Background: an optimization exercise with open tools, aiming at small area and a short achievable clock period. Do not read the settings as production practice.
The RTL of this run was laid out without a check of its function.
Power figures rest on the tool's default switching activity, not on a simulated workload.

[flow/design.v]
`timescale 1ns / 1ps
module g_aoi222(input a1, b1, a2, b2, a3, b3, output y);
    assign y = ~((a1 & b1) | (a2 & b2) | (a3 & b3));
endmodule
module g_nand2(input a, b, output y);
    assign y = ~(a & b);
endmodule
module g_nand3(input a, b, c, output y);
    assign y = ~(a & b & c);
endmodule
module g_nand4(input a, b, c, d, output y);
    assign y = ~(a & b & c & d);
endmodule
module g_or2(input a, b, output y);
    assign y = a | b;
endmodule
module g_or3(input a, b, c, output y);
    assign y = a | b | c;
endmodule
module g_ha(input a, b, output s, co);
    assign s = a ^ b;
    assign co = a & b;
endmodule
module g_mux2(input a0, a1, s, output y);
    assign y = s ? a1 : a0;
endmodule
module g_inv(input a, output y);
    assign y = ~a;
endmodule
module g_xor2(input a, b, output y);
    assign y = a ^ b;
endmodule
module g_and2(input a, b, output y);
    assign y = a & b;
endmodule
module g_xnor2(input a, b, output y);
    assign y = ~(a ^ b);
endmodule
module g_nor2(input a, b, output y);
    assign y = ~(a | b);
endmodule
module g_aoi21(input a1, a2, b, output y);
    assign y = ~((a1 & a2) | b);
endmodule
module g_oai21(input a1, a2, b, output y);
    assign y = ~((a1 | a2) & b);
endmodule
module g_and4(input a, b, c, d, output y);
    assign y = a & b & c & d;
endmodule
module g_mux2i(input a0, a1, s, output y);
    assign y = ~(s ? a1 : a0);
endmodule
`timescale 1ns / 1ps
module aor31(input [30:0] d, input [30:0] s, output q);
    wire [10:0] n;
    genvar i;
    generate
        for (i = 0; i < 10; i = i + 1) begin : a
            g_aoi222 u(d[3*i], s[3*i], d[3*i+1], s[3*i+1], d[3*i+2], s[3*i+2], n[i]);
        end
    endgenerate
    g_nand2 u10(d[30], s[30], n[10]);
    wire x0, x1, x2;
    g_nand4 c0(n[0], n[1], n[2], n[3], x0);
    g_nand4 c1(n[4], n[5], n[6], n[7], x1);
    g_nand3 c2(n[8], n[9], n[10], x2);
    g_or3 o(x0, x1, x2, q);
endmodule
module aor16(input [15:0] d, input [15:0] s, output q);
    wire [5:0] n;
    genvar i;
    generate
        for (i = 0; i < 5; i = i + 1) begin : a
            g_aoi222 u(d[3*i], s[3*i], d[3*i+1], s[3*i+1], d[3*i+2], s[3*i+2], n[i]);
        end
    endgenerate
    g_nand2 u5(d[15], s[15], n[5]);
    wire x0, x1;
    g_nand3 c0(n[0], n[1], n[2], x0);
    g_nand3 c1(n[3], n[4], n[5], x1);
    g_or2 o(x0, x1, q);
endmodule
module aor4(input [3:0] d, input [3:0] s, output q);
    wire n0, n1;
    g_aoi222 u0(d[0], s[0], d[1], s[1], d[2], s[2], n0);
    g_nand2 u1(d[3], s[3], n1);
    g_nand2 o(n0, n1, q);
endmodule
module aor5(input [4:0] d, input [4:0] s, output q);
    wire n0, n1, n2;
    g_aoi222 u0(d[0], s[0], d[1], s[1], d[2], s[2], n0);
    g_nand2 u1(d[3], s[3], n1);
    g_nand2 u2(d[4], s[4], n2);
    g_nand3 o(n0, n1, n2, q);
endmodule
module aor3(input [2:0] d, input [2:0] s, output q);
    wire n0;
    g_aoi222 u0(d[0], s[0], d[1], s[1], d[2], s[2], n0);
    g_inv o(n0, q);
endmodule
module aorn #(parameter N = 8) (input [N-1:0] d, input [N-1:0] s, output q);
    localparam G = N / 3;               
    localparam R = N - 3 * G;           
    localparam L = G + R;               
    wire [L-1:0] n;
    genvar i;
    generate
        for (i = 0; i < G; i = i + 1) begin : a
            g_aoi222 u(d[3*i], s[3*i], d[3*i+1], s[3*i+1], d[3*i+2], s[3*i+2], n[i]);
        end
        for (i = 0; i < R; i = i + 1) begin : b
            g_nand2 u(d[3*G+i], s[3*G+i], n[G+i]);
        end
        if (N == 1) begin : c1
            g_and2 o(d[0], s[0], q);
        end else if (L == 1) begin : c2
            g_inv o(n[0], q);
        end else if (L == 2) begin : c3
            g_nand2 o(n[0], n[1], q);
        end else if (L == 3) begin : c4
            g_nand3 o(n[0], n[1], n[2], q);
        end else begin : c5
            g_nand4 o(n[0], n[1], n[2], n[3], q);
        end
    endgenerate
endmodule
module aor16h(input [15:0] d, input [15:0] s, output x0, x1);
    wire [5:0] n;
    genvar i;
    generate
        for (i = 0; i < 5; i = i + 1) begin : a
            g_aoi222 u(d[3*i], s[3*i], d[3*i+1], s[3*i+1], d[3*i+2], s[3*i+2], n[i]);
        end
    endgenerate
    g_nand2 u5(d[15], s[15], n[5]);
    g_nand3 c0(n[0], n[1], n[2], x0);
    g_nand3 c1(n[3], n[4], n[5], x1);
endmodule
`timescale 1ns / 1ps
module inc_r #(parameter W = 14) (input [W-1:0] a, input ci, output [W-1:0] y, output co);
    wire [W:0] c;
    assign c[0] = ci;
    genvar i;
    generate
        for (i = 0; i < W; i = i + 1) begin : b
            g_ha h(.a(a[i]), .b(c[i]), .s(y[i]), .co(c[i+1]));
        end
    endgenerate
    assign co = c[W];
endmodule
module dec_r #(parameter W = 14) (input [W-1:0] a, output [W-1:0] y);
    wire [W-1:0] an = ~a;
    wire [W-1:0] yn;
    wire co;
    inc_r #(W) u(.a(an), .ci(1'b1), .y(yn), .co(co));    
    assign y = ~yn;
endmodule
module add16c(input [15:0] a, input [15:0] b, output [15:0] s, output co);
    wire [16:0] p, g;
    adder #(17) u(.a({1'b0, a}), .b({1'b0, b}), .cin(1'b1), .s({co, s}), .p(p), .g(g));
endmodule
module takensel(input eq, beq, bne, beq_n, bne_n, output t, tn);
    g_mux2i u0(.a0(bne_n), .a1(beq_n), .s(eq), .y(t));
    g_mux2i u1(.a0(bne), .a1(beq), .s(eq), .y(tn));
endmodule
module PC(
    input [29:0] pc,
    input halt,
    input beq, bne, eq,
    input jump,
    input [15:0] imm,
    input [25:0] j_addr,
    output [29:0] npc
    );
    wire [15:0] p4_lo, bt_lo;
    wire c_lo, c16, c_y;
    inc_r #(16) il(.a(pc[15:0]), .ci(1'b1), .y(p4_lo), .co(c_lo));
    add16c al(.a(pc[15:0]), .b(imm), .s(bt_lo), .co(c16));
    wire [13:0] hi_p, hi_m;
    inc_r #(14) ip(.a(pc[29:16]), .ci(1'b1), .y(hi_p), .co(c_y));
    dec_r #(14) im(.a(pc[29:16]), .y(hi_m));
    wire beq_n = ~beq, bne_n = ~bne;
    wire [4:0] tk, tkn;
    wire seq = ~(halt | jump);            
    wire n_same = halt | ((seq | jump) & ~c_lo);    
    wire n_inc = (seq | jump) & c_lo;               
    wire [29:0] other, bt;
    wire b_same = c16 == imm[15];
    wire b_inc = c16 & ~imm[15];
    wire b_dec = ~c16 & imm[15];
    genvar i;
    generate
        for (i = 0; i < 16; i = i + 1) begin : lo
            aor3 m(.d({j_addr[i], pc[i], p4_lo[i]}), .s({jump, halt, seq}), .q(other[i]));
            assign bt[i] = bt_lo[i];
        end
        for (i = 16; i < 26; i = i + 1) begin : mid
            aor3 m(.d({j_addr[i], hi_p[i-16], pc[i]}), .s({jump, n_inc & ~jump, n_same & ~jump}), .q(other[i]));
        end
        for (i = 26; i < 30; i = i + 1) begin : hi
            aor3 m(.d({1'b0, hi_p[i-16], pc[i]}), .s({1'b0, n_inc, ~n_inc}), .q(other[i]));
        end
        for (i = 16; i < 30; i = i + 1) begin : bh
            aor3 m(.d({hi_m[i-16], hi_p[i-16], pc[i]}), .s({b_dec, b_inc, b_same}), .q(bt[i]));
        end
        for (i = 0; i < 5; i = i + 1) begin : tc
            takensel ts(.eq(eq), .beq(beq), .bne(bne), .beq_n(beq_n), .bne_n(bne_n),
                        .t(tk[i]), .tn(tkn[i]));
        end
        for (i = 0; i < 30; i = i + 1) begin : f
            wire n0, n1;
            wire taken = tk[i / 6], taken_n = tkn[i / 6];
            g_nand2 u0(other[i], taken_n, n0);
            g_nand2 u1(bt[i], taken, n1);
            g_nand2 u2(n0, n1, npc[i]);
        end
    endgenerate
endmodule
`timescale 1ns / 1ps
module CU(
    input [5:0] opCode,
    output op_ori, op_and, op_or, op_sll, op_slti,
    output op_sw, op_lw, op_beq, op_bne, op_j, op_halt,
    output useImm,    
    output subtract,  
    output RegWre,    
    output RegDst     
    );
    wire op_addi = opCode == 6'b000001;
    wire op_sub  = opCode == 6'b000010;
    assign op_ori  = opCode == 6'b010000;
    assign op_and  = opCode == 6'b010001;
    assign op_or   = opCode == 6'b010010;
    assign op_sll  = opCode == 6'b011000;
    assign op_slti = opCode == 6'b011011;
    assign op_sw   = opCode == 6'b100110;
    assign op_lw   = opCode == 6'b100111;
    assign op_beq  = opCode == 6'b110000;
    assign op_bne  = opCode == 6'b110001;
    assign op_j    = opCode == 6'b111000;
    assign op_halt = opCode == 6'b111111;
    assign useImm = op_addi | op_sw | op_lw | op_slti;
    assign subtract = op_sub | op_beq | op_bne | op_slti;
    assign RegWre = ~(op_sw | op_beq | op_bne | op_j | op_halt);
    assign RegDst = ~(op_addi | op_ori | op_lw | op_slti);
endmodule
`timescale 1ns / 1ps
module prefix #(parameter N = 32) (input [N-1:0] g, input [N-1:0] p, input cin, output [N-1:0] c);
    reg [N-1:0] G, P, Gn, Pn;
    integer l, i;
    always @(*) begin
        G = g;
        P = p;
        G[0] = g[0] | (p[0] & cin);
        for (l = 1; l < N; l = l * 2) begin
            Gn = G;
            Pn = P;
            for (i = l; i < N; i = i + 1) begin
                Gn[i] = G[i] | (P[i] & G[i-l]);
                Pn[i] = P[i] & P[i-l];
            end
            G = Gn;
            P = Pn;
        end
    end
    assign c = {G[N-2:0], cin};
endmodule
module adder #(parameter N = 32) (input [N-1:0] a, input [N-1:0] b, input cin,
                                  output [N-1:0] s, output [N-1:0] p, output [N-1:0] g);
    wire [N-1:0] c;
    genvar i;
    generate
        for (i = 0; i < N; i = i + 1) begin : b_
            g_xor2 xp(a[i], b[i], p[i]);
            g_and2 ag(a[i], b[i], g[i]);
            g_xor2 xs(p[i], c[i], s[i]);
        end
    endgenerate
    prefix #(N) pf(.g(g), .p(p), .cin(cin), .c(c));
endmodule
module eq32(input [31:0] a, input [31:0] b, output eq);
    assign eq = a == b;
endmodule
module shl32(input [31:0] a, input [4:0] sh, output [31:0] y);
    wire [3:0] d1 = 4'b1 << sh[1:0];
    wire [7:0] d2 = 8'b1 << sh[4:2];
    wire [31:0] t;
    genvar i, k;
    generate
        for (i = 0; i < 32; i = i + 1) begin : s1
            localparam N1 = (i < 3) ? i + 1 : 4;
            wire [N1-1:0] dd;
            for (k = 0; k < N1; k = k + 1) begin : t_
                assign dd[k] = a[i-k];
            end
            aorn #(N1) m(.d(dd), .s(d1[N1-1:0]), .q(t[i]));
        end
        for (i = 0; i < 32; i = i + 1) begin : s2
            localparam N2 = i / 4 + 1;
            wire [N2-1:0] dd;
            for (k = 0; k < N2; k = k + 1) begin : t_
                assign dd[k] = t[i-4*k];
            end
            aorn #(N2) m(.d(dd), .s(d2[N2-1:0]), .q(y[i]));
        end
    endgenerate
endmodule
module ALU(
    input [31:0] A,         
    input [31:0] R2,
    input [15:0] imm,
    input [4:0] sa,
    input op_ori, op_and, op_or, op_sll, op_slti,
    input useImm, subtract,
    output [31:0] result
    );
    wire useI = useImm | op_ori;
    wire [31:0] ext = {{16{imm[15] & ~op_ori}}, imm};
    wire [31:0] B = (useI ? ext : R2) ^ {32{subtract}};
    wire [31:0] sum, p, g;
    wire c31;
    adder32k add(.a(A), .b(B), .cin(subtract), .s(sum), .p(p), .g(g), .cm(c31));
    wire lt = (A[31] ^ imm[15]) ? A[31] : ~c31;
    wire [31:0] shl;
    shl32 sh(.a(R2), .sh(sa), .y(shl));
    wire is_sum = ~(op_ori | op_and | op_or | op_sll | op_slti);
    wire s_or = op_ori | op_or;           
    wire s_g = s_or | op_and;             
    aor5 r0(.d({sum[0], op_slti & lt, shl[0], g[0], p[0]}),
            .s({is_sum, 1'b1, op_sll, s_g, s_or}), .q(result[0]));
    genvar i;
    generate
        for (i = 1; i < 32; i = i + 1) begin : r
            aor4 m(.d({sum[i], shl[i], g[i], p[i]}), .s({is_sum, op_sll, s_g, s_or}), .q(result[i]));
        end
    endgenerate
endmodule
module adder32k(input [31:0] a, input [31:0] b, input cin,
               output [31:0] s, output [31:0] p, output [31:0] g, output cm);
    wire w0, w1, w2, w3, w4, w5, w6, w7, w8, w9, w10, w11, w12, w13, w14, w15, w16, w17, w18, w19, w20, w21, w22, w23, w24, w25, w26, w27, w28, w29, w30, w31, w32, w33, w34, w35, w36, w37, w38, w39, w40, w41, w42, w43, w44, w45, w46, w47, w48, w49, w50, w51, w52, w53, w54, w55, w56, w57, w58, w59, w60, w61, w62, w63, w64, w65, w66, w67, w68, w69, w70, w71, w72, w73, w74, w75, w76, w77, w78, w79, w80, w81, w82, w83, w84, w85, w86, w87, w88, w89, w90, w91, w92, w93, w94, w95, w96, w97, w98, w99, w100, w101, w102, w103, w104, w105, w106, w107, w108, w109, w110, w111, w112, w113, w114, w115, w116, w117, w118, w119, w120, w121, w122, w123, w124, w125, w126, w127, w128, w129, w130, w131, w132, w133, w134, w135, w136, w137, w138, w139, w140, w141, w142, w143, w144, w145, w146, w147, w148, w149, w150, w151, w152, w153, w154, w155, w156, w157, w158, w159, w160, w161, w162, w163, w164, w165, w166, w167, w168, w169, w170, w171, w172, w173, w174, w175, w176, w177, w178, w179, w180, w181, w182, w183, w184, w185, w186, w187, w188, w189, w190, w191, w192, w193, w194, w195, w196, w197, w198, w199, w200, w201, w202, w203, w204, w205, w206, w207, w208, w209, w210, w211, w212, w213, w214, w215, w216, w217, w218, w219, w220, w221, w222, w223, w224, w225, w226, w227, w228, w229, w230, w231, w232, w233, w234, w235, w236, w237, w238, w239;
    g_xor2 xp0(a[0], b[0], p[0]);
    g_and2 ag0(a[0], b[0], g[0]);
    g_xor2 xp1(a[1], b[1], p[1]);
    g_and2 ag1(a[1], b[1], g[1]);
    g_xor2 xp2(a[2], b[2], p[2]);
    g_and2 ag2(a[2], b[2], g[2]);
    g_xor2 xp3(a[3], b[3], p[3]);
    g_and2 ag3(a[3], b[3], g[3]);
    g_xor2 xp4(a[4], b[4], p[4]);
    g_and2 ag4(a[4], b[4], g[4]);
    g_xor2 xp5(a[5], b[5], p[5]);
    g_and2 ag5(a[5], b[5], g[5]);
    g_xor2 xp6(a[6], b[6], p[6]);
    g_and2 ag6(a[6], b[6], g[6]);
    g_xor2 xp7(a[7], b[7], p[7]);
    g_and2 ag7(a[7], b[7], g[7]);
    g_xor2 xp8(a[8], b[8], p[8]);
    g_and2 ag8(a[8], b[8], g[8]);
    g_xor2 xp9(a[9], b[9], p[9]);
    g_and2 ag9(a[9], b[9], g[9]);
    g_xor2 xp10(a[10], b[10], p[10]);
    g_and2 ag10(a[10], b[10], g[10]);
    g_xor2 xp11(a[11], b[11], p[11]);
    g_and2 ag11(a[11], b[11], g[11]);
    g_xor2 xp12(a[12], b[12], p[12]);
    g_and2 ag12(a[12], b[12], g[12]);
    g_xor2 xp13(a[13], b[13], p[13]);
    g_and2 ag13(a[13], b[13], g[13]);
    g_xor2 xp14(a[14], b[14], p[14]);
    g_and2 ag14(a[14], b[14], g[14]);
    g_xor2 xp15(a[15], b[15], p[15]);
    g_and2 ag15(a[15], b[15], g[15]);
    g_xor2 xp16(a[16], b[16], p[16]);
    g_and2 ag16(a[16], b[16], g[16]);
    g_xor2 xp17(a[17], b[17], p[17]);
    g_and2 ag17(a[17], b[17], g[17]);
    g_xor2 xp18(a[18], b[18], p[18]);
    g_and2 ag18(a[18], b[18], g[18]);
    g_xor2 xp19(a[19], b[19], p[19]);
    g_and2 ag19(a[19], b[19], g[19]);
    g_xor2 xp20(a[20], b[20], p[20]);
    g_and2 ag20(a[20], b[20], g[20]);
    g_xor2 xp21(a[21], b[21], p[21]);
    g_and2 ag21(a[21], b[21], g[21]);
    g_xor2 xp22(a[22], b[22], p[22]);
    g_and2 ag22(a[22], b[22], g[22]);
    g_xor2 xp23(a[23], b[23], p[23]);
    g_and2 ag23(a[23], b[23], g[23]);
    g_xor2 xp24(a[24], b[24], p[24]);
    g_and2 ag24(a[24], b[24], g[24]);
    g_xor2 xp25(a[25], b[25], p[25]);
    g_and2 ag25(a[25], b[25], g[25]);
    g_xor2 xp26(a[26], b[26], p[26]);
    g_and2 ag26(a[26], b[26], g[26]);
    g_xor2 xp27(a[27], b[27], p[27]);
    g_and2 ag27(a[27], b[27], g[27]);
    g_xor2 xp28(a[28], b[28], p[28]);
    g_and2 ag28(a[28], b[28], g[28]);
    g_xor2 xp29(a[29], b[29], p[29]);
    g_and2 ag29(a[29], b[29], g[29]);
    g_xor2 xp30(a[30], b[30], p[30]);
    g_and2 ag30(a[30], b[30], g[30]);
    g_xor2 xp31(a[31], b[31], p[31]);
    g_and2 ag31(a[31], b[31], g[31]);
    g_xor2 xs0(p[0], cin, s[0]);
    g_xnor2 xs1(p[1], w0, s[1]);
    g_xnor2 xs2(p[2], w2, s[2]);
    g_xor2 xs3(p[3], w63, s[3]);
    g_xor2 xs4(p[4], w64, s[4]);
    g_xnor2 xs5(p[5], w122, s[5]);
    g_xnor2 xs6(p[6], w124, s[6]);
    g_xnor2 xs7(p[7], w125, s[7]);
    g_xnor2 xs8(p[8], w126, s[8]);
    g_xor2 xs9(p[9], w175, s[9]);
    g_xor2 xs10(p[10], w176, s[10]);
    g_xor2 xs11(p[11], w178, s[11]);
    g_xor2 xs12(p[12], w180, s[12]);
    g_xor2 xs13(p[13], w181, s[13]);
    g_xor2 xs14(p[14], w182, s[14]);
    g_xor2 xs15(p[15], w183, s[15]);
    g_xor2 xs16(p[16], w184, s[16]);
    g_xnor2 xs17(p[17], w218, s[17]);
    g_xnor2 xs18(p[18], w220, s[18]);
    g_xnor2 xs19(p[19], w221, s[19]);
    g_xnor2 xs20(p[20], w222, s[20]);
    g_xnor2 xs21(p[21], w224, s[21]);
    g_xnor2 xs22(p[22], w226, s[22]);
    g_xnor2 xs23(p[23], w228, s[23]);
    g_xnor2 xs24(p[24], w230, s[24]);
    g_xnor2 xs25(p[25], w231, s[25]);
    g_xnor2 xs26(p[26], w232, s[26]);
    g_xnor2 xs27(p[27], w233, s[27]);
    g_xnor2 xs28(p[28], w234, s[28]);
    g_xnor2 xs29(p[29], w235, s[29]);
    g_xnor2 xs30(p[30], w236, s[30]);
    g_xnor2 xs31(p[31], w237, s[31]);
    assign cm = w239;
    g_aoi21 u0(p[0], cin, g[0], w0);
    g_inv u1(w0, w1);
    g_aoi21 u2(p[1], w1, g[1], w2);
    g_aoi21 u3(p[2], g[1], g[2], w3);
    g_nand2 u4(p[2], p[1], w4);
    g_aoi21 u5(p[3], g[2], g[3], w5);
    g_nand2 u6(p[3], p[2], w6);
    g_aoi21 u7(p[4], g[3], g[4], w7);
    g_nand2 u8(p[4], p[3], w8);
    g_aoi21 u9(p[5], g[4], g[5], w9);
    g_nand2 u10(p[5], p[4], w10);
    g_aoi21 u11(p[6], g[5], g[6], w11);
    g_nand2 u12(p[6], p[5], w12);
    g_aoi21 u13(p[7], g[6], g[7], w13);
    g_nand2 u14(p[7], p[6], w14);
    g_aoi21 u15(p[8], g[7], g[8], w15);
    g_nand2 u16(p[8], p[7], w16);
    g_aoi21 u17(p[9], g[8], g[9], w17);
    g_nand2 u18(p[9], p[8], w18);
    g_aoi21 u19(p[10], g[9], g[10], w19);
    g_nand2 u20(p[10], p[9], w20);
    g_aoi21 u21(p[11], g[10], g[11], w21);
    g_nand2 u22(p[11], p[10], w22);
    g_aoi21 u23(p[12], g[11], g[12], w23);
    g_nand2 u24(p[12], p[11], w24);
    g_aoi21 u25(p[13], g[12], g[13], w25);
    g_nand2 u26(p[13], p[12], w26);
    g_aoi21 u27(p[14], g[13], g[14], w27);
    g_nand2 u28(p[14], p[13], w28);
    g_aoi21 u29(p[15], g[14], g[15], w29);
    g_nand2 u30(p[15], p[14], w30);
    g_aoi21 u31(p[16], g[15], g[16], w31);
    g_nand2 u32(p[16], p[15], w32);
    g_aoi21 u33(p[17], g[16], g[17], w33);
    g_nand2 u34(p[17], p[16], w34);
    g_aoi21 u35(p[18], g[17], g[18], w35);
    g_nand2 u36(p[18], p[17], w36);
    g_aoi21 u37(p[19], g[18], g[19], w37);
    g_nand2 u38(p[19], p[18], w38);
    g_aoi21 u39(p[20], g[19], g[20], w39);
    g_nand2 u40(p[20], p[19], w40);
    g_aoi21 u41(p[21], g[20], g[21], w41);
    g_nand2 u42(p[21], p[20], w42);
    g_aoi21 u43(p[22], g[21], g[22], w43);
    g_nand2 u44(p[22], p[21], w44);
    g_aoi21 u45(p[23], g[22], g[23], w45);
    g_nand2 u46(p[23], p[22], w46);
    g_aoi21 u47(p[24], g[23], g[24], w47);
    g_nand2 u48(p[24], p[23], w48);
    g_aoi21 u49(p[25], g[24], g[25], w49);
    g_nand2 u50(p[25], p[24], w50);
    g_aoi21 u51(p[26], g[25], g[26], w51);
    g_nand2 u52(p[26], p[25], w52);
    g_aoi21 u53(p[27], g[26], g[27], w53);
    g_nand2 u54(p[27], p[26], w54);
    g_aoi21 u55(p[28], g[27], g[28], w55);
    g_nand2 u56(p[28], p[27], w56);
    g_aoi21 u57(p[29], g[28], g[29], w57);
    g_nand2 u58(p[29], p[28], w58);
    g_aoi21 u59(p[30], g[29], g[30], w59);
    g_nand2 u60(p[30], p[29], w60);
    g_aoi21 u61(p[31], g[30], g[31], w61);
    g_nand2 u62(p[31], p[30], w62);
    g_oai21 u63(w4, w0, w3, w63);
    g_oai21 u64(w6, w2, w5, w64);
    g_oai21 u65(w8, w3, w7, w65);
    g_nor2 u66(w8, w4, w66);
    g_oai21 u67(w10, w5, w9, w67);
    g_nor2 u68(w10, w6, w68);
    g_oai21 u69(w12, w7, w11, w69);
    g_nor2 u70(w12, w8, w70);
    g_oai21 u71(w14, w9, w13, w71);
    g_nor2 u72(w14, w10, w72);
    g_oai21 u73(w16, w11, w15, w73);
    g_nor2 u74(w16, w12, w74);
    g_oai21 u75(w18, w13, w17, w75);
    g_nor2 u76(w18, w14, w76);
    g_oai21 u77(w20, w15, w19, w77);
    g_nor2 u78(w20, w16, w78);
    g_oai21 u79(w22, w17, w21, w79);
    g_nor2 u80(w22, w18, w80);
    g_oai21 u81(w24, w19, w23, w81);
    g_nor2 u82(w24, w20, w82);
    g_oai21 u83(w26, w21, w25, w83);
    g_nor2 u84(w26, w22, w84);
    g_oai21 u85(w28, w23, w27, w85);
    g_nor2 u86(w28, w24, w86);
    g_oai21 u87(w30, w25, w29, w87);
    g_nor2 u88(w30, w26, w88);
    g_oai21 u89(w32, w27, w31, w89);
    g_nor2 u90(w32, w28, w90);
    g_oai21 u91(w34, w29, w33, w91);
    g_nor2 u92(w34, w30, w92);
    g_oai21 u93(w36, w31, w35, w93);
    g_nor2 u94(w36, w32, w94);
    g_oai21 u95(w38, w33, w37, w95);
    g_nor2 u96(w38, w34, w96);
    g_oai21 u97(w40, w35, w39, w97);
    g_nor2 u98(w40, w36, w98);
    g_oai21 u99(w42, w37, w41, w99);
    g_nor2 u100(w42, w38, w100);
    g_oai21 u101(w44, w39, w43, w101);
    g_nor2 u102(w44, w40, w102);
    g_oai21 u103(w46, w41, w45, w103);
    g_nor2 u104(w46, w42, w104);
    g_oai21 u105(w48, w43, w47, w105);
    g_nor2 u106(w48, w44, w106);
    g_oai21 u107(w50, w45, w49, w107);
    g_nor2 u108(w50, w46, w108);
    g_oai21 u109(w52, w47, w51, w109);
    g_nor2 u110(w52, w48, w110);
    g_oai21 u111(w54, w49, w53, w111);
    g_nor2 u112(w54, w50, w112);
    g_oai21 u113(w56, w51, w55, w113);
    g_nor2 u114(w56, w52, w114);
    g_oai21 u115(w58, w53, w57, w115);
    g_nor2 u116(w58, w54, w116);
    g_oai21 u117(w60, w55, w59, w117);
    g_nor2 u118(w60, w56, w118);
    g_oai21 u119(w62, w57, w61, w119);
    g_nor2 u120(w62, w58, w120);
    g_inv u121(w0, w121);
    g_aoi21 u122(w66, w121, w65, w122);
    g_inv u123(w2, w123);
    g_aoi21 u124(w68, w123, w67, w124);
    g_aoi21 u125(w70, w63, w69, w125);
    g_aoi21 u126(w72, w64, w71, w126);
    g_aoi21 u127(w74, w65, w73, w127);
    g_nand2 u128(w74, w66, w128);
    g_aoi21 u129(w76, w67, w75, w129);
    g_nand2 u130(w76, w68, w130);
    g_aoi21 u131(w78, w69, w77, w131);
    g_nand2 u132(w78, w70, w132);
    g_aoi21 u133(w80, w71, w79, w133);
    g_nand2 u134(w80, w72, w134);
    g_aoi21 u135(w82, w73, w81, w135);
    g_nand2 u136(w82, w74, w136);
    g_aoi21 u137(w84, w75, w83, w137);
    g_nand2 u138(w84, w76, w138);
    g_aoi21 u139(w86, w77, w85, w139);
    g_nand2 u140(w86, w78, w140);
    g_aoi21 u141(w88, w79, w87, w141);
    g_nand2 u142(w88, w80, w142);
    g_aoi21 u143(w90, w81, w89, w143);
    g_nand2 u144(w90, w82, w144);
    g_aoi21 u145(w92, w83, w91, w145);
    g_nand2 u146(w92, w84, w146);
    g_aoi21 u147(w94, w85, w93, w147);
    g_nand2 u148(w94, w86, w148);
    g_aoi21 u149(w96, w87, w95, w149);
    g_nand2 u150(w96, w88, w150);
    g_aoi21 u151(w98, w89, w97, w151);
    g_nand2 u152(w98, w90, w152);
    g_aoi21 u153(w100, w91, w99, w153);
    g_nand2 u154(w100, w92, w154);
    g_aoi21 u155(w102, w93, w101, w155);
    g_nand2 u156(w102, w94, w156);
    g_aoi21 u157(w104, w95, w103, w157);
    g_nand2 u158(w104, w96, w158);
    g_aoi21 u159(w106, w97, w105, w159);
    g_nand2 u160(w106, w98, w160);
    g_aoi21 u161(w108, w99, w107, w161);
    g_nand2 u162(w108, w100, w162);
    g_aoi21 u163(w110, w101, w109, w163);
    g_nand2 u164(w110, w102, w164);
    g_aoi21 u165(w112, w103, w111, w165);
    g_nand2 u166(w112, w104, w166);
    g_aoi21 u167(w114, w105, w113, w167);
    g_nand2 u168(w114, w106, w168);
    g_aoi21 u169(w116, w107, w115, w169);
    g_nand2 u170(w116, w108, w170);
    g_aoi21 u171(w118, w109, w117, w171);
    g_nand2 u172(w118, w110, w172);
    g_aoi21 u173(w120, w111, w119, w173);
    g_nand2 u174(w120, w112, w174);
    g_oai21 u175(w128, w0, w127, w175);
    g_oai21 u176(w130, w2, w129, w176);
    g_inv u177(w63, w177);
    g_oai21 u178(w132, w177, w131, w178);
    g_inv u179(w64, w179);
    g_oai21 u180(w134, w179, w133, w180);
    g_oai21 u181(w136, w122, w135, w181);
    g_oai21 u182(w138, w124, w137, w182);
    g_oai21 u183(w140, w125, w139, w183);
    g_oai21 u184(w142, w126, w141, w184);
    g_oai21 u185(w144, w127, w143, w185);
    g_nor2 u186(w144, w128, w186);
    g_oai21 u187(w146, w129, w145, w187);
    g_nor2 u188(w146, w130, w188);
    g_oai21 u189(w148, w131, w147, w189);
    g_nor2 u190(w148, w132, w190);
    g_oai21 u191(w150, w133, w149, w191);
    g_nor2 u192(w150, w134, w192);
    g_oai21 u193(w152, w135, w151, w193);
    g_nor2 u194(w152, w136, w194);
    g_oai21 u195(w154, w137, w153, w195);
    g_nor2 u196(w154, w138, w196);
    g_oai21 u197(w156, w139, w155, w197);
    g_nor2 u198(w156, w140, w198);
    g_oai21 u199(w158, w141, w157, w199);
    g_nor2 u200(w158, w142, w200);
    g_oai21 u201(w160, w143, w159, w201);
    g_nor2 u202(w160, w144, w202);
    g_oai21 u203(w162, w145, w161, w203);
    g_nor2 u204(w162, w146, w204);
    g_oai21 u205(w164, w147, w163, w205);
    g_nor2 u206(w164, w148, w206);
    g_oai21 u207(w166, w149, w165, w207);
    g_nor2 u208(w166, w150, w208);
    g_oai21 u209(w168, w151, w167, w209);
    g_nor2 u210(w168, w152, w210);
    g_oai21 u211(w170, w153, w169, w211);
    g_nor2 u212(w170, w154, w212);
    g_oai21 u213(w172, w155, w171, w213);
    g_nor2 u214(w172, w156, w214);
    g_oai21 u215(w174, w157, w173, w215);
    g_nor2 u216(w174, w158, w216);
    g_inv u217(w0, w217);
    g_aoi21 u218(w186, w217, w185, w218);
    g_inv u219(w2, w219);
    g_aoi21 u220(w188, w219, w187, w220);
    g_aoi21 u221(w190, w63, w189, w221);
    g_aoi21 u222(w192, w64, w191, w222);
    g_inv u223(w122, w223);
    g_aoi21 u224(w194, w223, w193, w224);
    g_inv u225(w124, w225);
    g_aoi21 u226(w196, w225, w195, w226);
    g_inv u227(w125, w227);
    g_aoi21 u228(w198, w227, w197, w228);
    g_inv u229(w126, w229);
    g_aoi21 u230(w200, w229, w199, w230);
    g_aoi21 u231(w202, w175, w201, w231);
    g_aoi21 u232(w204, w176, w203, w232);
    g_aoi21 u233(w206, w178, w205, w233);
    g_aoi21 u234(w208, w180, w207, w234);
    g_aoi21 u235(w210, w181, w209, w235);
    g_aoi21 u236(w212, w182, w211, w236);
    g_aoi21 u237(w214, w183, w213, w237);
    g_aoi21 u238(w216, w184, w215, w238);
    g_inv u239(w237, w239);
endmodule
`timescale 1ns / 1ps
module SumDec4(input [3:0] a, input [3:0] b, output [15:0] m);
    wire [3:0] x, xn, o, g;
    genvar i, r;
    generate
        for (i = 0; i < 4; i = i + 1) begin : b_
            g_xor2 ux(a[i], b[i], x[i]);
            g_inv un(x[i], xn[i]);
            g_or2 uo(a[i], b[i], o[i]);
            g_and2 ua(a[i], b[i], g[i]);
        end
        wire [3:0] t1, t2, t3;
        for (i = 1; i < 4; i = i + 1) begin : t_
            wire e00, e01, e10, e11;
            g_xnor2 u00(x[i], o[i-1], e00);    
            g_xor2  u01(x[i], o[i-1], e01);    
            g_xnor2 u10(x[i], g[i-1], e10);    
            g_xor2  u11(x[i], g[i-1], e11);    
            if (i == 1) assign t1 = {e11, e10, e01, e00};
            if (i == 2) assign t2 = {e11, e10, e01, e00};
            if (i == 3) assign t3 = {e11, e10, e01, e00};
        end
        for (r = 0; r < 16; r = r + 1) begin : m_
            g_and4 u(r[0] ? x[0] : xn[0],
                     t1[{r[0], r[1]}], t2[{r[1], r[2]}], t3[{r[2], r[3]}], m[r]);
        end
    endgenerate
endmodule
module SumDecC(input [3:0] a, input [3:0] b, input c, output [15:0] mn);
    wire [3:0] x, o, g;
    wire x0c, x0cn;
    genvar i, r;
    generate
        for (i = 0; i < 4; i = i + 1) begin : b_
            g_xor2 ux(a[i], b[i], x[i]);
            g_or2 uo(a[i], b[i], o[i]);
            g_and2 ua(a[i], b[i], g[i]);
        end
        g_xor2 uc(x[0], c, x0c);           
        g_inv ucn(x0c, x0cn);
        wire [3:0] t1, t2, t3;
        for (i = 1; i < 4; i = i + 1) begin : t_
            wire e00, e01, e10, e11;
            g_xnor2 u00(x[i], o[i-1], e00);
            g_xor2  u01(x[i], o[i-1], e01);
            g_xnor2 u10(x[i], g[i-1], e10);
            g_xor2  u11(x[i], g[i-1], e11);
            if (i == 1) assign t1 = {e11, e10, e01, e00};
            if (i == 2) assign t2 = {e11, e10, e01, e00};
            if (i == 3) assign t3 = {e11, e10, e01, e00};
        end
        for (r = 0; r < 16; r = r + 1) begin : m_
            g_nand4 u(r[0] ? x0c : x0cn,
                      t1[{r[0], r[1]}], t2[{r[1], r[2]}], t3[{r[2], r[3]}], mn[r]);
        end
    endgenerate
endmodule
module MemSel(
    input [5:0] ra,           
    input [5:0] ia,           
    input we,
    input [63:0] mvalid,      
    output [63:0] rsel,       
    output [63:0] wen,
    output [15:0] wsel,       
    output [15:0] osel_n      
    );
    reg [31:0] sel;
    always @(*) begin
        case ({ra[1:0], ia[1:0]})
            4'd0: sel = {16'h8421, 16'h8421};
            4'd1: sel = {16'h1842, 16'h4218};
            4'd2: sel = {16'h2184, 16'h2184};
            4'd3: sel = {16'h4218, 16'h1842};
            4'd4: sel = {16'h1842, 16'h4218};
            4'd5: sel = {16'h2184, 16'h2184};
            4'd6: sel = {16'h4218, 16'h1842};
            4'd7: sel = {16'h8421, 16'h8421};
            4'd8: sel = {16'h2184, 16'h2184};
            4'd9: sel = {16'h4218, 16'h1842};
            4'd10: sel = {16'h8421, 16'h8421};
            4'd11: sel = {16'h1842, 16'h4218};
            4'd12: sel = {16'h4218, 16'h1842};
            4'd13: sel = {16'h8421, 16'h8421};
            4'd14: sel = {16'h1842, 16'h4218};
            4'd15: sel = {16'h2184, 16'h2184};
            default: sel = 32'b0;
        endcase
    end
    assign osel_n = sel[31:16];
    assign wsel = sel[15:0];
    wire we_n = ~we;
    genvar k, r;
    generate
        for (k = 0; k < 4; k = k + 1) begin : bank
            wire [5:0] bk = ia + 6'd3 - k;
            wire ck = (ra[1] & bk[1]) | ((ra[1] | bk[1]) & ra[0] & bk[0]);
            wire [15:0] mn;
            SumDecC sd(.a(ra[5:2]), .b(bk[5:2]), .c(ck), .mn(mn));
            for (r = 0; r < 16; r = r + 1) begin : row
                wire vn;
                g_inv uv(mvalid[4*r + k], vn);
                g_nor2 ur(mn[r], vn, rsel[16*k + r]);
                g_nor2 uw(mn[r], we_n, wen[16*k + r]);
            end
        end
    endgenerate
endmodule
module MemRead(
    input [511:0] ram,         
    input [63:0] rsel,
    input [15:0] osel,
    output [31:0] word
    );
    wire [7:0] bx0 [0:3];
    wire [7:0] bx1 [0:3];
    genvar k, b, r, i;
    generate
        for (k = 0; k < 4; k = k + 1) begin : bank
            for (b = 0; b < 8; b = b + 1) begin : bit_
                wire [15:0] col;
                for (r = 0; r < 16; r = r + 1) begin : rr
                    assign col[r] = ram[8*(4*r+k) + b];
                end
                aor16h m(.d(col), .s(rsel[16*k +: 16]), .x0(bx0[k][b]), .x1(bx1[k][b]));
            end
        end
        for (i = 0; i < 4; i = i + 1) begin : ob
            for (b = 0; b < 8; b = b + 1) begin : bit_
                aorn #(8) m(.d({bx1[3][b], bx0[3][b], bx1[2][b], bx0[2][b],
                                bx1[1][b], bx0[1][b], bx1[0][b], bx0[0][b]}),
                            .s({osel[4*i+3], osel[4*i+3], osel[4*i+2], osel[4*i+2],
                                osel[4*i+1], osel[4*i+1], osel[4*i], osel[4*i]}),
                            .q(word[31-8*i-7+b]));
            end
        end
    endgenerate
endmodule
module MemWData(
    input [31:0] DataIn,
    input [15:0] wsel,
    output [31:0] wbytes       
    );
    genvar k, b;
    generate
        for (k = 0; k < 4; k = k + 1) begin : bank
            for (b = 0; b < 8; b = b + 1) begin : bit_
                aor4 m(.d({DataIn[b], DataIn[8+b], DataIn[16+b], DataIn[24+b]}),
                       .s({wsel[4*k+3], wsel[4*k+2], wsel[4*k+1], wsel[4*k+0]}),
                       .q(wbytes[8*k+b]));
            end
        end
    endgenerate
endmodule
`timescale 1ns / 1ps
module RegRead(
    input [31*32-1:0] d,      
    input [31:1] valid,
    input [4:0] ra,
    output [31:0] q
    );
    wire [31:0] oh = 32'b1 << ra;
    wire [30:0] s = oh[31:1] & valid;
    genvar b, i;
    generate
        for (b = 0; b < 32; b = b + 1) begin : bit_
            wire [30:0] col;
            for (i = 0; i < 31; i = i + 1) begin : r
                assign col[i] = d[32*i + b];
            end
            aor31 m(.d(col), .s(s), .q(q[b]));
        end
    endgenerate
endmodule
`timescale 1ns / 1ps
module SingleCycleCPU(
    input clk, Reset,
    input [31:0] instr,
    output [5:0] opCode,
    output [31:0] ReadData1, ReadData2, currentPC, nextPC, result, DMOut,
    output [4:0] rs, rt
);
    wire [4:0] rd = instr[15:11];
    wire [4:0] sa = instr[10:6];
    wire [15:0] imm = instr[15:0];
    assign opCode = instr[31:26];
    assign rs = instr[25:21];
    assign rt = instr[20:16];
    wire op_ori, op_and, op_or, op_sll, op_slti, op_sw, op_lw, op_beq, op_bne, op_j, op_halt;
    wire useImm, subtract, RegWre, RegDst;
    CU cu(.opCode(opCode), .op_ori(op_ori), .op_and(op_and), .op_or(op_or), .op_sll(op_sll),
          .op_slti(op_slti), .op_sw(op_sw), .op_lw(op_lw), .op_beq(op_beq), .op_bne(op_bne),
          .op_j(op_j), .op_halt(op_halt), .useImm(useImm), .subtract(subtract),
          .RegWre(RegWre), .RegDst(RegDst));
    reg [31:2] pc;                
    reg [31:0] regFile [1:31];    
    reg [31:1] valid;             
    reg [7:0] ram [0:63];         
    reg [63:0] mvalid;            
    wire [31*32-1:0] rflat;
    genvar g;
    generate
        for (g = 1; g < 32; g = g + 1) begin : rf
            assign rflat[32*(g-1) +: 32] = regFile[g];
        end
    endgenerate
    RegRead rp1(.d(rflat), .valid(valid), .ra(rs), .q(ReadData1));
    RegRead rp2(.d(rflat), .valid(valid), .ra(rt), .q(ReadData2));
    ALU alu(.A(ReadData1), .R2(ReadData2), .imm(imm), .sa(sa),
            .op_ori(op_ori), .op_and(op_and), .op_or(op_or), .op_sll(op_sll),
            .op_slti(op_slti), .useImm(useImm), .subtract(subtract), .result(result));
    wire eq;
    eq32 cmp(.a(ReadData1), .b(ReadData2), .eq(eq));
    wire [29:0] npc;
    PC pcl(.pc(pc), .halt(op_halt), .beq(op_beq), .bne(op_bne), .eq(eq), .jump(op_j),
           .imm(imm), .j_addr(instr[25:0]), .npc(npc));
    assign currentPC = {pc, 2'b00};
    assign nextPC = {npc, 2'b00};
    wire [63:0] rsel, wen;
    wire [15:0] wsel, osel_n;
    MemSel ms(.ra(ReadData1[5:0]), .ia(imm[5:0]), .we(op_sw), .mvalid(mvalid), .rsel(rsel), .wen(wen), .wsel(wsel), .osel_n(osel_n));
    wire [511:0] rambits;
    generate
        for (g = 0; g < 64; g = g + 1) begin : rb
            assign rambits[8*g +: 8] = ram[g];
        end
    endgenerate
    MemRead mr(.ram(rambits), .rsel(rsel), .osel(osel_n), .word(DMOut));
    wire [31:0] wd = op_lw ? DMOut : result;
    wire [31:0] wbytes;
    MemWData mw(.DataIn(ReadData2), .wsel(wsel), .wbytes(wbytes));
    wire [4:0] wa = RegDst ? rd : rt;
    integer j;
    always @(posedge clk or negedge Reset) begin
        if (Reset == 0) pc <= 0;
        else pc <= npc;
    end
    generate
        for (g = 1; g < 32; g = g + 1) begin : w
            wire wen_r = RegWre && wa == g;
            always @(posedge clk) if (wen_r) regFile[g] <= wd;
            always @(posedge clk or negedge Reset) begin
                if (Reset == 0) valid[g] <= 1'b0;
                else if (wen_r) valid[g] <= 1'b1;
            end
        end
        for (g = 0; g < 64; g = g + 1) begin : m
            always @(posedge clk) if (wen[16*(g%4) + g/4]) ram[g] <= wbytes[8*(g%4) +: 8];
            always @(posedge clk or negedge Reset) begin
                if (Reset == 0) mvalid[g] <= 1'b0;
                else if (wen[16*(g%4) + g/4]) mvalid[g] <= 1'b1;
            end
        end
    endgenerate
endmodule
[flow/flow/run.sh]
#!/bin/bash
# Layout flow: the standard synthesis unchanged, then the standard ORFS
# steps with our own port buffers, clock tree settings and timing target.
set -euo pipefail
HERE=$(cd "$(dirname "$0")" && pwd)
source "$HERE/settings.sh"

bash standard.sh synth > synth.log 2>&1
bash standard.sh \
  BUFFER_PORTS_ARGS="$PORT_BUF_ARGS" \
  CTS_ARGS="$CTS_ARGS_V" \
  SETUP_SLACK_MARGIN="$SETUP_MARGIN" \
  PRE_RESIZE_TCL="$HERE/pre_resize.tcl" \
  $EXTRA_MAKE_ARGS \
  finish > layout.log 2>&1
[flow/flow/pre_resize.tcl]
# Stronger buffers on the input ports (they drive the decoders directly).
foreach inst [get_cells input*] {
  replace_cell $inst sky130_fd_sc_hd__buf_8
}
# The last gate of each register-file read bit drives the ALU, comparator,
# memory and output port: use the strongest or3.
foreach inst [get_cells -filter "ref_name == sky130_fd_sc_hd__or3_1"] {
  set net [get_full_name [get_nets -of_objects [get_pins [get_full_name $inst]/A]]]
  if {[string match "rp*" $net]} {
    replace_cell $inst sky130_fd_sc_hd__or3_4
  }
}
[flow/flow/settings.sh]
# Settings read by run.sh
PORT_BUF_ARGS="-buffer_cell sky130_fd_sc_hd__buf_2"
CTS_ARGS_V="-sink_clustering_enable -repair_clock_nets -buf_list {sky130_fd_sc_hd__clkbuf_8} -sink_clustering_size 16 -sink_clustering_max_diameter 50 -dont_use_dummy_load"
SETUP_MARGIN=7
EXTRA_MAKE_ARGS=""
[flow/standard.sh]
#!/bin/bash
# synth_recipe.tcl (not shown) runs the flow's synth.tcl, then flattens the netlist and writes it again
# the make line also repeats each setting of config.mk as NAME=value (left out here)
make -C /OpenROAD-flow-scripts/flow DESIGN_CONFIG=/design/flow/config.mk WORK_HOME=/design/flow/orfs CLKGATE_MAP_FILE= SYNTH_SCRIPT=/design/flow/synth_recipe.tcl "${@:-finish}"
[flow/config.mk]
export PLATFORM = sky130hd
export DESIGN_NAME = SingleCycleCPU
export DESIGN_NICKNAME = SingleCycleCPU
export VERILOG_FILES = /design/flow/design.v
export SDC_FILE = /design/flow/constraint.sdc
export NUM_CORES = 8
export LEC_CHECK = 0
export CAP_MARGIN = 30
export CORE_MARGIN = 2
export CORE_UTILIZATION = 35
export PLACE_DENSITY = 0.65
export SLEW_MARGIN = 30
export SYNTH_HIERARCHICAL = 1
export SYNTH_MINIMUM_KEEP_SIZE = 0
[flow/constraint.sdc]
create_clock -name core_clock -period 20.0 [get_ports {clk}]
set_input_delay 4.0000 -clock core_clock [delete_from_list [all_inputs] [get_ports {clk}]]
set_output_delay 4.0000 -clock core_clock [all_outputs]
set_load 0.01 [all_outputs]
==> impl_results.md <==
* Largest driver fanout on the critical path at 32
* Fin cells at 8475
* I/O pin cnt at 242
* Largest net degree at the start of global routing at 97
* DRT antenna net count at 0
* Vias per cell at 6.71
* Initial cell density of the core at 35.3%
* Final Cell Area at 83800 um^2
* Horizontal extent of the die at 461 um
* Share of the clock period used by the worst path after layout at 65.7%
* Count of warnings emitted by yosys at 12
* Endpoints failing hold at 0
* Mean instance size in the synthesized netlist at 14.4 um^2
* Detailed placer's ending HPWL at 180000 um
* All-layer global routing usage at 24.9%
* Initial antenna violation count at 25
* End of the worst register-to-register path: regFile[10][0]$_DFFE_PP_
* CTS max path bufs at 3
* Final RePlAce weighted congestion at 0.973
* Via count of the first global-routing pass at 52995
* Run status: timing/DRC/antenna clean
* Via count at 56867
* Wirelength, routed at 280000 um
* Placement Setup Slack at 6.00 ns
* Post-layout min period at 13.14 ns
* Synthesized netlist cell count at 5104
* Max-cap viol count at 0
* Tot Pwr at 8670 uW
* Pre-antenna DRT Iters at 19
* Clock latency at the later pin of the worst-skew pair at 0.99 ns
* Worst max-slew margin expressed relative to the limit at 35.0%
* Register-to-register setup slack at 13.95 ns
* DR iter-0 viols at 13491
* Hold-fix buffer count after cts at 0
* Maximum achievable frequency at 0.0761 GHz
* Max Transition Viols Final at 0
* Cell Area, Synth at 73200 um^2
* Clock slew at reported path FFs at 0.07 ns
* Core box area at 207000 um^2
* Placement-stage cell area at 79500 um^2
* Post-route DRC at 0
* Total Neg Setup Slack at 0 ns
* R2R cell count at 21
* Arrival time worst endpoint at 9.14 ns
* Peak supply drop at 0.0000824 V
* RSZ-0062 raised after global routing: yes
* Num Clock Sinks at 1629
* Library cell used as clock root buffer: sky130_fd_sc_hd__clkbuf_8
* Launch point of the worst reg-to-reg path: valid[10]$_DFFE_PN0P_
* Final Worst Setup Slack at 6.86 ns
* CTS H-Tree Depth at 4
* Fraction of layout cells with a size suffix above 1 at 20.4%
* Largest clock skew in the final design at 0.205 ns
* Data required, critical path at 16.00 ns
* Crit end category: output port
* Power density over cell area at 104 nW/um^2
* Cts bufs inserted at 143
* Path class of the lowest-slack min-delay path: register to register
* Endpoint with the worst hold slack: mvalid[28]$_DFFE_PN0P_
* Residual overflow from global routing at 0
* Wire length of the first global-routing pass at 384000 um
* Post-Place Cells at 8217
* Leak Pwr at 0.0288 uW
* Total die area at 213000 um^2
* Post-DR wirelength/cell at 33.1 um
* Layout overhead on the synthesized area at 14.4%
* Min-delay src: mvalid[28]$_DFFE_PN0P_
* Pin slew with the least headroom to its limit at 0.975 ns
* Cell Rows at 167
* Worst setup path category: input port to output port
* Post-layout nets at 5756
* Setup violation total in the final timing report at 0
* Setup crit start kind: input port
* Port-buffer cells at 237
* Cell count of the worst hold path at 1
* Height of the die at 461 um
* Clock tree from TritonCTS: yes
-- registers in the layout, summed over array words and instances, names as in the netlist --
register  cells
regFile     992
ram         512
mvalid       64
valid        31
pc           30
-- area by class of cell --
| class | count | area [um^2] |
|---|---|---|
| Sequential cell | 1629 | 48300 |
| Tap cell | 2788 | 3490 |
| Clock buffer | 143 | 1970 |
| Inverter | 195 | 734 |
| Multi-Input combinational cell | 3206 | 25200 |
| Timing Repair Buffer | 493 | 4020 |
| Antenna cell | 21 | 52.6 |
| Fill cell | 18991 | 124000 |
-- per-stage QoR --
step | utilization, % | hold WS (ns)
floorplan | - | 0.440
global placement | 38.0 | 0.450
detailed placement | 38.3 | 0.452
CTS | 39.5 | 0.471
global route | 40.4 | 0.485
finish | 40.4 | 0.469
-- layout by cell type, fill, tap and decap left out, types with 18 or more instances in the layout --
cell / count
sky130_fd_sc_hd__edfxtp_1: 1504
sky130_fd_sc_hd__a222oi_1: 1038
sky130_fd_sc_hd__nand2_1: 532
sky130_fd_sc_hd__nand4_1: 232
sky130_fd_sc_hd__buf_2: 200
sky130_fd_sc_hd__buf_4: 196
sky130_fd_sc_hd__inv_1: 189
sky130_fd_sc_hd__nor2_1: 145
sky130_fd_sc_hd__clkbuf_8: 143
sky130_fd_sc_hd__xor2_1: 131
sky130_fd_sc_hd__dfrtp_1: 125
sky130_fd_sc_hd__nand3_1: 113
sky130_fd_sc_hd__a21oi_2: 79
sky130_fd_sc_hd__and2_1: 67
sky130_fd_sc_hd__or2_2: 65
sky130_fd_sc_hd__or3_4: 65
sky130_fd_sc_hd__xnor2_1: 62
sky130_fd_sc_hd__and3_1: 58
sky130_fd_sc_hd__ha_1: 54
sky130_fd_sc_hd__o21ai_1: 53
sky130_fd_sc_hd__nor2_2: 47
sky130_fd_sc_hd__xor2_2: 37
sky130_fd_sc_hd__buf_6: 33
sky130_fd_sc_hd__nand3_2: 32
sky130_fd_sc_hd__mux2_2: 31
sky130_fd_sc_hd__buf_8: 29
sky130_fd_sc_hd__mux2i_1: 26
sky130_fd_sc_hd__a21oi_1: 23
sky130_fd_sc_hd__buf_12: 23
sky130_fd_sc_hd__diode_2: 21
sky130_fd_sc_hd__conb_1: 20
sky130_fd_sc_hd__nor3_2: 19
sky130_fd_sc_hd__nand2b_1: 19
sky130_fd_sc_hd__nor2_4: 18
-- report_power, final --
group	switching, uW	internal, uW	total [uW]	leakage (uW)
Sequential	88.6	4320	4410	0.0152
Clock	1050	637	1690	0.00103
Combinational	1930	646	2580	0.0126
-- critical path: stages --
cell                       delay, ns
sky130_fd_sc_hd__buf_8          0.14
sky130_fd_sc_hd__and3b_1        0.25
sky130_fd_sc_hd__and3_1         0.22
sky130_fd_sc_hd__buf_12         0.19
sky130_fd_sc_hd__a222oi_1       0.41
sky130_fd_sc_hd__nand4_1        0.49
sky130_fd_sc_hd__or3_4          0.54
sky130_fd_sc_hd__buf_6          0.20
sky130_fd_sc_hd__mux2i_2        0.19
sky130_fd_sc_hd__xnor2_1        0.14
sky130_fd_sc_hd__xor2_2         0.24
sky130_fd_sc_hd__a21oi_2        0.23
sky130_fd_sc_hd__o21ai_2        0.12
sky130_fd_sc_hd__a21oi_2        0.18
sky130_fd_sc_hd__o21ai_1        0.15
sky130_fd_sc_hd__a21oi_2        0.25
sky130_fd_sc_hd__inv_1          0.07
sky130_fd_sc_hd__maj3_1         0.44
sky130_fd_sc_hd__nor2b_1        0.20
sky130_fd_sc_hd__nand2_1        0.07
sky130_fd_sc_hd__nand3_1        0.17
sky130_fd_sc_hd__buf_2          0.19
-- how the worst max path moves through the flow --
stage               startpoint         to  depth (start not counted)
finish               instr[19]  result[0]                         22
detailed placement   instr[22]  DMOut[12]                         19
global placement     instr[24]  DMOut[12]                         19
CTS                  instr[24]  DMOut[13]                         19
floorplan            instr[24]  DMOut[27]                         16
global route         instr[25]  DMOut[28]                         18
-- per-layer routing --
| metal | track usage (%) | wire length, um | vias to the layer above |
|---|---|---|---|
| met3 | 6.86 | 38400 | 789 |
| met1 | 31.6 | 99300 | 28361 |
| li1 | - | - | 23181 |
| met5 | 0 | 84 | - |
| met4 | 13.8 | 17000 | 14 |
| met2 | 38.4 | 126000 | 4522 |
-- timing repair --
item                                    4_1_cts  5_1_grt
buffers inserted                             30       53
gates cloned                                  0       11
pin swaps                                    51       92
gates resized for setup                      55      242
endpoints found under the setup margin       47       54

-- port drivers added, routing unchanged --
In the flow no input, the clock included, has a driving cell. The finished layout below was timed again as built, in two steps. Step 1 sets driving cells, clkbuf_16 on the clock port and buf_2 on the other inputs (assumed; they add their load-dependent delay and slew). Step 2 also shifts input and output timing later by t, the mid clock arrival at the registers, as if the neighbouring blocks saw the same clock. Slacks: no drivers / after step 1 / after step 2; pairs: no drivers / after step 1.
shift t [ns]: 0.969
slack for setup (ns): 6.862 / 6.795 / 6.795
worst setup path after step 2: input to output
clock arrival spread, ns: 0.205 / 0.206
worst register clock-pin slew, ns: 0.11 / 0.11
After both steps setup and hold are still met in this run. For this run, drivers alone change the setup slack by -0.067 ns; drivers and shift together by -0.067 ns.
